Background: an optimization exercise with open tools, aiming at small area and a short achievable clock period. Do not read the settings as production practice.
RTL that was checked went through simulation tests only; none was proved equivalent to the original.
Only the layout flow was run in run 2; the RTL was not checked for function there.
Power is estimated from default activity; no workload was simulated.

**design/flow/config.mk**
```make
export PLATFORM = sky130hd
export DESIGN_NAME = fir_transpose_nom
export DESIGN_NICKNAME = fir_transpose_nom
export VERILOG_FILES = /design/flow/design.v
export SDC_FILE = /design/flow/constraint.sdc
export NUM_CORES = 4
export LEC_CHECK = 0
export CAP_MARGIN = 20
export CORE_MARGIN = 2
export CORE_UTILIZATION = 40
export SLEW_MARGIN = 20
```
**design/flow/design.v**
```verilog
module mult #(
    parameter DATA_WIDTH      = 6,
    parameter TAP_COEFF_WIDTH = 6
)(
    input  signed [DATA_WIDTH-1:0]      in,
    output signed [DATA_WIDTH-1:0]      out,
    input  signed [TAP_COEFF_WIDTH-1:0] tap_coeff
);
logic signed [TAP_COEFF_WIDTH + DATA_WIDTH - 2 : 0] mult_out;  
assign mult_out = ($signed(in) * $signed(tap_coeff));
assign out = $signed(mult_out[TAP_COEFF_WIDTH + DATA_WIDTH - 2 : TAP_COEFF_WIDTH - 1]);
endmodule
module add_sat #(
    parameter DATA_WIDTH = 6,
    parameter NUM_TAPS   = 2
)(
    input         [NUM_TAPS-1:0][DATA_WIDTH-1:0] in,
    output signed [DATA_WIDTH-1:0] out
);
localparam PAD_WIDTH = $clog2(NUM_TAPS);
logic signed [PAD_WIDTH+DATA_WIDTH-1:0] sum;
logic signed [DATA_WIDTH-1:0] sum_sat;
always @(*) begin
	sum = '0;
	for (integer i=0; i<NUM_TAPS; i+=1) begin
		sum += $signed(in[i]);
	end  
end  
always @(*) begin
	if      (sum >= $signed(  'b1 << (DATA_WIDTH-1)))  sum_sat = $signed(~('b1 << (DATA_WIDTH-1)));
	else if (sum <  $signed(-('b1 << (DATA_WIDTH-1)))) sum_sat = $signed(  'b1 << (DATA_WIDTH-1) );
	else                                               sum_sat = $signed(sum[DATA_WIDTH-1:0]);
end  
assign out = sum_sat;
endmodule
module fir_transpose_nom #(
    parameter DATA_WIDTH      = 5,
    parameter TAP_COEFF_WIDTH = 5,
    parameter NUM_TAPS        = 50
)(
    input                               clk,
    input                               rst,
    input  signed [DATA_WIDTH-1:0]      in,
    output signed [DATA_WIDTH-1:0]      out,
    input  [NUM_TAPS*TAP_COEFF_WIDTH-1:0] tap_coeffs
);
logic signed [DATA_WIDTH-1:0] in_flopped;
logic [NUM_TAPS-1:0][DATA_WIDTH-1:0] part_flopped;  
logic [NUM_TAPS-1:0][DATA_WIDTH-1:0] mult_out;
logic [NUM_TAPS-2:0][DATA_WIDTH-1:0] add_sat_out;
logic [NUM_TAPS-1:0][TAP_COEFF_WIDTH-1:0] tap_coeffs_flopped;
always @ (posedge clk or posedge rst) begin
    if (rst) begin
        in_flopped  <= '0;
        for (integer i=0; i<NUM_TAPS; i+=1) begin
            tap_coeffs_flopped[i] <= '0;
            part_flopped[i]       <= '0;
        end  
    end  
    else begin
        in_flopped                     <= in;
        tap_coeffs_flopped[NUM_TAPS-1] <= tap_coeffs[TAP_COEFF_WIDTH*(NUM_TAPS-1) +: TAP_COEFF_WIDTH];
        part_flopped[NUM_TAPS-1]       <= mult_out[NUM_TAPS-1];
        for (integer i=0; i<NUM_TAPS-1; i+=1) begin
            tap_coeffs_flopped[i] <= tap_coeffs[TAP_COEFF_WIDTH*i +: TAP_COEFF_WIDTH];
            part_flopped[i]       <= add_sat_out[i];
        end  
    end  
end  
assign out = part_flopped[0];
genvar i;
for (i=0; i<NUM_TAPS; i=i+1) begin: mult
    mult #(
        .DATA_WIDTH(DATA_WIDTH),
        .TAP_COEFF_WIDTH(TAP_COEFF_WIDTH)
    ) mult (
        .in(in_flopped),
        .out(mult_out[i]),
        .tap_coeff(tap_coeffs_flopped[i])
    );
end  
for (i=0; i<NUM_TAPS-1; i=i+1) begin: add_sat
    wire [2*DATA_WIDTH-1:0] adder_in;
    assign adder_in[DATA_WIDTH +: DATA_WIDTH] = mult_out[i];
    assign adder_in[0 +: DATA_WIDTH]          = part_flopped[i+1];
    add_sat #(
        .DATA_WIDTH(DATA_WIDTH),
        .NUM_TAPS(2)
    ) add_sat (
        .in(adder_in),
        .out(add_sat_out[i])
    );
end  
endmodule
```
**design/flow/run.sh**
```bash
#!/bin/bash
# synth_recipe.tcl (not shown) runs the flow's synth.tcl, then flattens the netlist and writes it again
# the make line also repeats each setting of config.mk as NAME=value (left out here)
make -C /OpenROAD-flow-scripts/flow DESIGN_CONFIG=/design/flow/config.mk WORK_HOME=/design/flow/orfs CLKGATE_MAP_FILE= SYNTH_SCRIPT=/design/flow/synth_recipe.tcl finish
```
**design/flow/constraint.sdc**
```tcl
create_clock -name core_clock -period 6.0 [get_ports {clk}]
set_input_delay 1.2000 -clock core_clock [delete_from_list [all_inputs] [get_ports {clk}]]
set_output_delay 1.2000 -clock core_clock [all_outputs]
set_load 0.01 [all_outputs]
```
==> flow_metrics.tcl, run 1 <==
set metrics [dict create \
    p_leak_nw 34.6 \
    cts_tree "yes" \
    synthXorXnorAreaFrac_pct 8.44 \
    vias 41800 \
    cp.arrival_ps 5970 \
    grt_pass1_vias 45700 \
    drive_gt1_share_pct 3.42 \
    num-nets-final 8386 \
    synth_top_area_share_pct 25.6 \
    cp.required_ps 6560 \
    setup_viol 0 \
    cp_max_fo 21 \
    syn_inst 6328 \
    synth_area_leaders "fa_1 (26%), dfrtp_1 (20%), ha_1 (15%), and2_1 (7.5%), inv_1 (7.2%)" \
    synth-simple-area-share_pct 14.2 \
    drv_slew 0 \
    synth_edf_count 0 \
    initial_core_util_pct 40.4 \
    netlist_top_cells_count "inv_1 (1,191), fa_1 (799), ha_1 (745)" \
    cts-root-buf "clkbuf_16" \
    nFillCells 14600 \
    antenna_found_initial 7 \
    drt.antenna.violating_nets 0 \
    hold_viol_final 0 \
    slowest_delay_ps 750 \
    synth_top_family_by_area "adder cells" \
    synth_compound_area_share_pct 8.43 \
    ioPinCount 262 \
    async_reset_ff_share_pct 100 \
    chipWidth_microns 399 \
    p_sw_w 0.0141 \
    grt_remaining_overflow 0 \
    power.density_nw_per_um2 447 \
    power_w 0.0315 \
    cap_violations 0 \
    highest_layer "met5" \
    die_area_sq_um 159000 \
    area_growth_pct 12.8 \
    syn_nets 8129 \
    intPower_w 0.0174 \
    fin_skew_ps 36.4 \
    p_clk_share_pct 14.9 \
    dr.pass1.iters 5 \
    syn_area_per_cell_sq_um 9.86 \
    seq_area_sq_um 12700 \
    synthMuxAreaShare_pct 0 \
    ctsLongestPathBuffers 3 \
    clk_pin_slew_ps 60 \
    ys_seq_elements 505 \
    yosysTopAreaCell "fa_1" \
    portBuffers 261 \
    multi_input_area_sq_um 44700 \
    hpwl_microns 105000 \
    slew_headroom_pct 40.0 \
    fin_crit_sh_pct 90.1 \
    met3_length_microns 3910 \
    hp-class "reg2reg" \
    crit_path_start_kind "flop" \
    numCtsBuffers 72 \
    synth_most_common_cell "inv_1" \
    clk_latency_ps 680 \
    wl_met2_microns 65600 \
    crit_chain "buf_4 > nor2b_1 > fa_1 > inv_1 > fa_1 > inv_1 > fa_1 > ha_1 > nand4_1 > o21ai_0 > xor2_1 > ha_1 > nor2b_1 > o21a_1 > or3_1 > a22oi_1 > o21ai_0" \
    syn_area_sq_um 62400 \
    coreArea_sq_um 154000 \
    met1_length_microns 59400 \
    status "complete, no violations" \
    slowest_stage "dfrtp_4" \
    grt_pass1_wl_microns 226000 \
    timing.critical_path.to_type "flop" \
    swShare_pct 44.7 \
    wl_microns 132000 \
    hold_buffers 0 \
    post-route-min-period_ps 5410 \
    viasPerCell 4.81 \
    synthAdderAreaFrac_pct 40.6 \
    place_congestion 0.813 \
    ctsResizeCount 0 \
    power_frac_comb_pct 68.1 \
    crit_type "reg2reg" \
    ys_warn_count 2 \
    max_freq_ghz 0.185 \
    ir_drop_mv 0.251 \
    holdWs_ps 637 \
    synth.distinct_cells 33 \
    cts.sinks 505 \
    fp.dieH_microns 399 \
    hold_start "part_flopped[230]" \
    cts_setup_buffers 0 \
    rr_startpoint "in_flopped[1]" \
    wl_per_cell_microns 15.2 \
    grt_util_all_layers_pct 17.6 \
    p_seq_share_pct 17.1 \
    htree_levels 3 \
    crit_path_start "in_flopped[1]" \
    crit_path_frequent_cell "fa_1" \
    worstMarginPinSlew_ps 899 \
    drc_errors 0 \
    grt_max_degree 138 \
    synth_ff_type "dfrtp_1" \
    yosysSeqAreaShare_pct 20.3 \
    rsz0062_at_grt "false" \
    first_iter_violations 1431 \
    row_count 144 \
]
==> placed cells by master, fill, tap and decap left out, drive strengths merged, types with 13 or more instances in the layout <==
cell and n:
or3 46, a21oi 311, o21ai 185, a22oi 46
ha 745, nand2b 102, o211ai 30, clkbuf 99
nand2 242, clkdlybuf4s50 261, xor2 96, fa 799
a21o 187, or2 13, o21a 46, nor3b 19
nor2b 193, and4 35, a41o 35, nand4 75
xnor2 505, inv 1192, and2 744, buf 62
nor2 30, dfrtp 505
==> per-stage QoR <==
stage / util (%) / instances / cell area, sq um / TNS (ps) / setup slack [ps]
6_report: 45.6 / 8686 / 70300 / 0 / 592
5_1_grt: 45.6 / 8683 / 70300 / 0 / 222
4_1_cts: 45.6 / 8683 / 70300 / 0 / 580
3_5_place_dp: 43.9 / 8555 / 67700 / 0 / 562
3_3_place_gp: 43.9 / 8555 / 67700 / 0 / 672
2_1_floorplan: - / 6328 / 62400 / -1037480 / -2050
==> kinds of logic (layout without fill, tap and decap cells) <==
family,after synthesis,count (layout)
fa+ha+maj,1544,1544
simple gates,1507,1507
buf+inv,1331,1642
compound gates,840,840
xor+xnor,601,601
flops,505,505
other cells,0,3
==> worst paths after layout <==
| path | to | slack (ps) | depth (start not counted) |
|---|---|---|---|
| setup / recovery | part_flopped[0] | 590 | 17 |
| hold / removal | part_flopped[225] | 640 | 3 |
| setup reg to reg | part_flopped[0] | 590 | 17 |
| hold reg to reg | part_flopped[225] | 640 | 3 |
| max in group asynchronous | in_flopped[0] | 3590 | 3 |
| min in group asynchronous | tap_coeffs_flopped[159] | 1000 | 2 |
==> critical path, delay by kind of cell, from the launching register on <==
kind / cells / cell delay [ps]
xor+xnor: 1 / 200
simple gates: 4 / 700
flops: 1 / 750
compound gates: 4 / 930
buf+inv: 3 / 510
fa+ha+maj: 5 / 2170
==> flip-flops by register name (all words and copies together), names as in the netlist <==
register	flops
in_flopped	5
part_flopped	250
tap_coeffs_flopped	250
==> power groups by stage <==
stage	registers, W	logic [W]	clock network, W
3_3_place_gp	0.00546	0.0210	0
3_5_place_dp	0.00544	0.0215	0
4_1_cts	0.00540	0.0217	0.00487
2_1_floorplan	0.00515	0.0172	0
6_report	0.00537	0.0214	0.00468
5_1_grt	0.00548	0.0249	0.00498
==> final cells by class <==
class / count / share of cell area (%)
clock buffers: 99 / 2.97
multi-input cells: 4492 / 63.5
repair buffers: 323 / 4.77
diodes: 3 / 0.0107
well taps: 2044 / 3.64
inverters: 1191 / 6.36
clock inverters: 29 / 0.722
flip-flops and latches: 505 / 18.0
==> routing by layer <==
metal,track usage [%],vias to the layer above
met5,0,-
met4,4.61,4
met3,2.45,148
met2,30.7,440
met1,22.8,20800
li1,-,20400
==> run 2: changes to the inputs <==
--- a/design/flow/design.v
+++ b/design/flow/design.v
@@ -45,28 +45,21 @@
     input  [NUM_TAPS*TAP_COEFF_WIDTH-1:0] tap_coeffs
 );
-logic signed [DATA_WIDTH-1:0] in_flopped;
-logic [NUM_TAPS-1:0][DATA_WIDTH-1:0] part_flopped;  
+logic [NUM_TAPS-1:0][DATA_WIDTH-1:0] part_next;  
 logic [NUM_TAPS-1:0][DATA_WIDTH-1:0] mult_out;
 logic [NUM_TAPS-2:0][DATA_WIDTH-1:0] add_sat_out;
-logic [NUM_TAPS-1:0][TAP_COEFF_WIDTH-1:0] tap_coeffs_flopped;
+logic [DATA_WIDTH-1:0]               out_q;
 always @ (posedge clk or posedge rst) begin
     if (rst) begin
-        in_flopped  <= '0;
-        for (integer i=0; i<NUM_TAPS; i+=1) begin
-            tap_coeffs_flopped[i] <= '0;
-            part_flopped[i]       <= '0;
-        end  
-    end  
+        out_q     <= '0;
+        part_next <= '0;
+    end
     else begin
-        in_flopped                     <= in;
-        tap_coeffs_flopped[NUM_TAPS-1] <= tap_coeffs[TAP_COEFF_WIDTH*(NUM_TAPS-1) +: TAP_COEFF_WIDTH];
-        part_flopped[NUM_TAPS-1]       <= mult_out[NUM_TAPS-1];
-        for (integer i=0; i<NUM_TAPS-1; i+=1) begin
-            tap_coeffs_flopped[i] <= tap_coeffs[TAP_COEFF_WIDTH*i +: TAP_COEFF_WIDTH];
-            part_flopped[i]       <= add_sat_out[i];
-        end  
-    end  
-end  
-assign out = part_flopped[0];
+        out_q                 <= part_next[0];
+        part_next[NUM_TAPS-1] <= mult_out[NUM_TAPS-1];
+        for (integer i=0; i<NUM_TAPS-1; i+=1)
+            part_next[i] <= add_sat_out[i];
+    end
+end
+assign out = out_q;
 genvar i;
 for (i=0; i<NUM_TAPS; i=i+1) begin: mult
@@ -75,13 +68,13 @@
         .TAP_COEFF_WIDTH(TAP_COEFF_WIDTH)
     ) mult (
-        .in(in_flopped),
+        .in(in),
         .out(mult_out[i]),
-        .tap_coeff(tap_coeffs_flopped[i])
+        .tap_coeff(tap_coeffs[TAP_COEFF_WIDTH*i +: TAP_COEFF_WIDTH])
     );
-end  
+end
 for (i=0; i<NUM_TAPS-1; i=i+1) begin: add_sat
     wire [2*DATA_WIDTH-1:0] adder_in;
     assign adder_in[DATA_WIDTH +: DATA_WIDTH] = mult_out[i];
-    assign adder_in[0 +: DATA_WIDTH]          = part_flopped[i+1];
+    assign adder_in[0 +: DATA_WIDTH]          = part_next[i+1];
     add_sat #(
         .DATA_WIDTH(DATA_WIDTH),
@@ -91,4 +84,4 @@
         .out(add_sat_out[i])
     );
-end  
+end
 endmodule
==> run 2 against run 1 <==
Compared with the run above: still clean on timing, DRC and antenna; final cell count about the same; fmax fell by 3.9%; combinational power rose by 11%; core utilization rose by 2.0 points; synthesized cell count decreased by 3.8%; area after synthesis down 10%; die area is 9.9% lower; cell area decreased by 5.8%; worst hold slack got worse by 290 ps; worst setup slack worse by 220 ps; clock power is 48% lower; highest routed layer unchanged.
==> flow_metrics.tcl, run 2 <==
set metrics [dict create \
    worstHoldPathCells 0 \
    first_iter_violations 1198 \
    place_congestion 0.837 \
    area_growth_pct 18.0 \
    synth_ff_type "dfrtp_1" \
    async_reset_ff_share_pct 100 \
    clk_pin_slew_ps 60 \
    vias 41200 \
    drt.antenna.violating_nets 0 \
    syn_area_per_cell_sq_um 9.22 \
    syn_inst 6086 \
    hpwl_microns 107000 \
    rsz0062_at_grt "false" \
    ctsResizeCount 0 \
    cts_tree "yes" \
    wl_per_cell_microns 14.4 \
    ys_warn_count 2 \
    cts_setup_buffers 0 \
    fin_cells 8681 \
    max_freq_ghz 0.178 \
    power_w 0.0295 \
    die_area_sq_um 143000 \
    hold_viol_final 0 \
    cts-root-buf "clkbuf_16" \
    grt_pass1_wl_microns 215000 \
    slowest_stage "fa_1" \
    synthXorXnorAreaFrac_pct 9.35 \
    antenna_found_initial 25 \
    numCtsBuffers 37 \
    portBuffers 261 \
    dr.pass1.iters 5 \
    wl_microns 125000 \
    row_count 137 \
    cp.arrival_ps 6060 \
    synth_compound_area_share_pct 9.30 \
    synth_top_area_share_pct 28.5 \
    grt_remaining_overflow 0 \
    p_leak_nw 33.3 \
    grt_max_degree 124 \
    grt_util_all_layers_pct 18.3 \
    hp-class "reg2reg" \
    top_regs "part_next: 250 flops, out_q: 5 flops" \
    synth_top_family_by_area "adder cells" \
    design_area_sq_um 66200 \
    post-route-min-period_ps 5630 \
    cap_violations 0 \
    clk_latency_ps 560 \
    synth-simple-area-share_pct 15.9 \
    timing.critical_path.to_type "flop" \
    hold_buffers 0 \
    synth.distinct_cells 32 \
    ir_drop_mv 0.252 \
    cts.sinks 255 \
    top_register "part_next" \
    crit_type "in2reg" \
    cp.required_ps 6430 \
    synth_area_leaders "fa_1 (28%), ha_1 (17%), dfrtp_1 (11%), and2_1 (8.3%), inv_1 (8.0%)" \
    synthAdderAreaFrac_pct 45.1 \
    coreArea_sq_um 139000 \
    crit_path_start_kind "input port" \
    syn_area_sq_um 56100 \
    ff2ff_path_depth 8 \
    drive_gt1_share_pct 9.41 \
    ctsLongestPathBuffers 3 \
    grt_pass1_vias 44600 \
    slew_headroom_pct 45.1 \
    synthMuxAreaShare_pct 0 \
    synth_edf_count 0 \
    largest_reg_flops 250 \
    dp.cells 8607 \
    final_cell_mix "inv_1 (1,194), fa_1 (799), ha_1 (745)" \
    cp_max_fo 6 \
    initial_core_util_pct 40.3 \
    crit_chain "clkdlybuf4s50_1 > and2_1 > fa_1 > inv_1 > fa_1 > inv_1 > fa_1 > ha_1 > nand4_1 > o21ai_0 > a21o_1 > a21oi_1 > xnor2_1 > buf_4 > ha_1 > or3_1 > a22oi_1 > o21ai_0" \
    ioPinCount 262 \
    power.density_nw_per_um2 446 \
    netlist_top_cells_count "inv_1 (1,195), fa_1 (799), ha_1 (745)" \
    worstMarginPinSlew_ps 824 \
    syn_nets 7887 \
    viasPerCell 4.75 \
    synth_most_common_cell "inv_1" \
    chipWidth_microns 379 \
    drv_slew 0 \
    dpl_cell_area_sq_um 64900 \
    crit_path_frequent_cell "fa_1" \
    num-nets-final 8571 \
    yosysSeqAreaShare_pct 11.4 \
    drc_errors 0 \
    setup_viol 0 \
    fin_skew_ps 13.2 \
    fin_crit_sh_pct 93.8 \
    mostFrequentLayoutCell "inv_1" \
    status "complete, no violations" \
    fp.dieH_microns 379 \
    ys_seq_elements 255 \
    htree_levels 2 \
    slowest_delay_ps 530 \
    yosysTopAreaCell "fa_1" \
]
[run 2: kinds of logic after synthesis]
family | Yosys count
buffers and inverters | 1335
xor gates and xnor gates | 599
adders and majority gates | 1544
DFF | 255
and+or+nand+nor | 1513
AOI/OAI and AO/OA | 840
[run 2: worst paths after layout]
check | endpoint | startpoint | slack [ps]
worst max-delay path | part_next[105] | tap_coeffs[108] | 370
worst min-delay path | out_q[3] | part_next[3] | 350
worst max register to register | part_next[75] | part_next[80] | 3940
worst min register to register | out_q[3] | part_next[3] | 350
max in group asynchronous | part_next[233] | rst | 3910
min in group asynchronous | part_next[134] | rst | 1000
[run 2: layout make-up]
cell class | count | area [sq um]
antenna | 7 | 17.5
multi-input combinational | 4496 | 44700
timing repair buffer | 785 | 6950
inverter | 1195 | 4490
tap | 1876 | 2350
clock inverter | 14 | 229
sequential | 255 | 6380
clock buffer | 53 | 1130
fill | 13300 | 73100
[run 2: stage by stage]
step	util (%)	setup TNS, ps	setup WS, ps	hold slack (ps)
CTS	47.5	0	425	348
global route	47.5	0	139	354
global placement	46.5	-488	-116	331
floorplan	-	-521	-43.8	331
detailed placement	46.5	-2510	-169	335
finish	47.5	0	371	347
[run 2: worst max-delay path, delay by kind of cell]
family / cells / cell delay (ps)
simple gates: 3 / 730
compound gates: 5 / 1090
buf+inv: 4 / 770
xor+xnor: 1 / 130
fa+ha+maj: 5 / 2150
[run 2: power breakdown]
part	total, W	internal [W]	switching, W
sequential	0.00341	0.00300	0.000409
clock	0.00243	0.00156	0.000864
combinational	0.0237	0.0114	0.0123
[run 2: per-layer routing]
| metal | track usage [%] | wire length (microns) |
|---|---|---|
| met1 | 23.7 | 56600 |
| met2 | 32.6 | 62400 |
| met3 | 2.51 | 4110 |
| met4 | 2.91 | 1720 |
| met5 | 0 | 221 |

## what the ideal ports hide
The flow's constraints put no driver on any port. The routed layouts listed below were extracted and timed again, unchanged, in two steps.
Step 1 sets driving cells, clkbuf_16 on the clock port and buf_2 on the other inputs (assumed; they add their load-dependent delay and slew).
Step 2 also shifts input and output timing later by t, the mid clock arrival at the registers, as if the neighbouring blocks saw the same clock.
a / b / c = no drivers / after step 1 / after step 2; a / b = the first two.
run	t (ns)	slack for setup (ns)	worst hold slack (ns)
run 1	0.744	0.592 / 0.592 / 0.592	0.637 / 0.637 / 0.637
run 2	0.626	0.371 / 0.421 / -0.205	0.347 / 0.347 / 0.347
With both steps, setup timing fails in run 2, where it was met with ideal ports. For run 2, which loses most, drivers alone change the setup slack by +0.050 ns; drivers and shift together by -0.576 ns.
